From an optimization exercise on the open Yosys and OpenROAD flow, aimed at small area and a short achievable clock period; shortcuts taken in it are not production practice. In this exercise RTL edits were held to simulation tests only and were not proved equivalent to the original.

## Multiplier_32bit
module Multiplier_32bit(
    input  logic        clk,
    input  logic        rst,
    input  logic [31:0] in0,   
    input  logic [31:0] in1,   
    output logic        done,
    output logic [63:0] result
);
    logic [31:0] a_q, b_q;
    always_ff @(posedge clk) begin
        a_q <= in0;
        b_q <= in1;
    end
    logic [2:0] done_q;
    always_ff @(posedge clk, negedge rst) begin
        if (~rst) done_q <= 3'b000;
        else      done_q <= {done_q[1:0], 1'b1};
    end
    assign done = done_q[2];
    logic [15:0] one, two, neg;
    logic [32:0] bx;
    assign bx = {b_q, 1'b0};
    genvar gi;
    generate
        for (gi = 0; gi < 16; gi = gi + 1) begin : enc
            assign one[gi] = bx[2*gi+1] ^ bx[2*gi];
            assign two[gi] = (bx[2*gi+2] ^ bx[2*gi+1]) & ~(bx[2*gi+1] ^ bx[2*gi]);
            assign neg[gi] = bx[2*gi+2];
        end
    endgenerate
    logic [33:0] ax;
    assign ax = {a_q[31], a_q, 1'b0};
    logic [32:0] pp0;
    assign pp0 = ((ax[33:1] & {33{one[0]}}) | (ax[32:0] & {33{two[0]}})) ^ {33{neg[0]}};
    logic [32:0] pp1;
    assign pp1 = ((ax[33:1] & {33{one[1]}}) | (ax[32:0] & {33{two[1]}})) ^ {33{neg[1]}};
    logic [32:0] pp2;
    assign pp2 = ((ax[33:1] & {33{one[2]}}) | (ax[32:0] & {33{two[2]}})) ^ {33{neg[2]}};
    logic [32:0] pp3;
    assign pp3 = ((ax[33:1] & {33{one[3]}}) | (ax[32:0] & {33{two[3]}})) ^ {33{neg[3]}};
    logic [32:0] pp4;
    assign pp4 = ((ax[33:1] & {33{one[4]}}) | (ax[32:0] & {33{two[4]}})) ^ {33{neg[4]}};
    logic [32:0] pp5;
    assign pp5 = ((ax[33:1] & {33{one[5]}}) | (ax[32:0] & {33{two[5]}})) ^ {33{neg[5]}};
    logic [32:0] pp6;
    assign pp6 = ((ax[33:1] & {33{one[6]}}) | (ax[32:0] & {33{two[6]}})) ^ {33{neg[6]}};
    logic [32:0] pp7;
    assign pp7 = ((ax[33:1] & {33{one[7]}}) | (ax[32:0] & {33{two[7]}})) ^ {33{neg[7]}};
    logic [32:0] pp8;
    assign pp8 = ((ax[33:1] & {33{one[8]}}) | (ax[32:0] & {33{two[8]}})) ^ {33{neg[8]}};
    logic [32:0] pp9;
    assign pp9 = ((ax[33:1] & {33{one[9]}}) | (ax[32:0] & {33{two[9]}})) ^ {33{neg[9]}};
    logic [32:0] pp10;
    assign pp10 = ((ax[33:1] & {33{one[10]}}) | (ax[32:0] & {33{two[10]}})) ^ {33{neg[10]}};
    logic [32:0] pp11;
    assign pp11 = ((ax[33:1] & {33{one[11]}}) | (ax[32:0] & {33{two[11]}})) ^ {33{neg[11]}};
    logic [32:0] pp12;
  ...
Settings: LEC_CHECK=0, ABC_AREA=1, CAP_MARGIN=0, CORE_MARGIN=2, CORE_UTILIZATION=40, GPL_TIMING_DRIVEN=0, PLACE_DENSITY=0.6, SLEW_MARGIN=0, SYNTH_HIERARCHICAL=1; clock period 28.0 ns.
standard.sh (not shown) runs the stock make flow with config.mk's settings and CLKGATE_MAP_FILE= SYNTH_SCRIPT=/design/flow/synth_recipe.tcl, a recipe that flattens the netlist after the stock synthesis.
==> flow/flow/run.sh <==
#!/bin/bash
set -euo pipefail
export BUFFER_PORTS_ARGS="-buffer_cell sky130_fd_sc_hd__buf_2"
bash standard.sh > standard_flow.log 2>&1
Change:
--- a/flow/config.mk
+++ b/flow/config.mk
@@ -7,9 +7,10 @@
 export LEC_CHECK = 0
 export ABC_AREA = 1
-export CAP_MARGIN = 0
+export CAP_MARGIN = 20
 export CORE_MARGIN = 2
-export CORE_UTILIZATION = 40
-export GPL_TIMING_DRIVEN = 0
-export PLACE_DENSITY = 0.6
-export SLEW_MARGIN = 0
+export CORE_UTILIZATION = 60
+export CTS_CLUSTER_DIAMETER = 60
+export CTS_CLUSTER_SIZE = 30
+export PLACE_DENSITY = 0.75
+export SLEW_MARGIN = 20
 export SYNTH_HIERARCHICAL = 1
What happened:
- clock skew came out higher by 0.0058 ns
- via count came out lower by about 1.9%
- worst setup slack gains 0.019 ns
- clock-buffer cell count came out lower by 12
- synthesized area stays the same
- worst hold slack gains 0.0046 ns

static timing again, ports no longer ideal:
In the flow no input, the clock included, has a driving cell. The finished layouts below were timed again as built, in two steps. Step 1, drivers: a clkbuf_16 drives clk and a buf_2 each remaining input, both assumed. Step 2 times the ports against the registers' clock, not the clock port: input delays grow and output delays shrink by t, the midpoint of the rising clock arrivals with the driver on. a / b / c = no drivers / after step 1 / after step 2; a / b = the first two.
run | t, ns | slack for setup (ns) | cell pins on the clock port's net
the first run | 0.655 | 21.327 / 21.263 / 21.829 | 1
the second run | 0.624 | 21.347 / 21.286 / 21.910 | 1
After both steps every run listed still meets setup and hold.
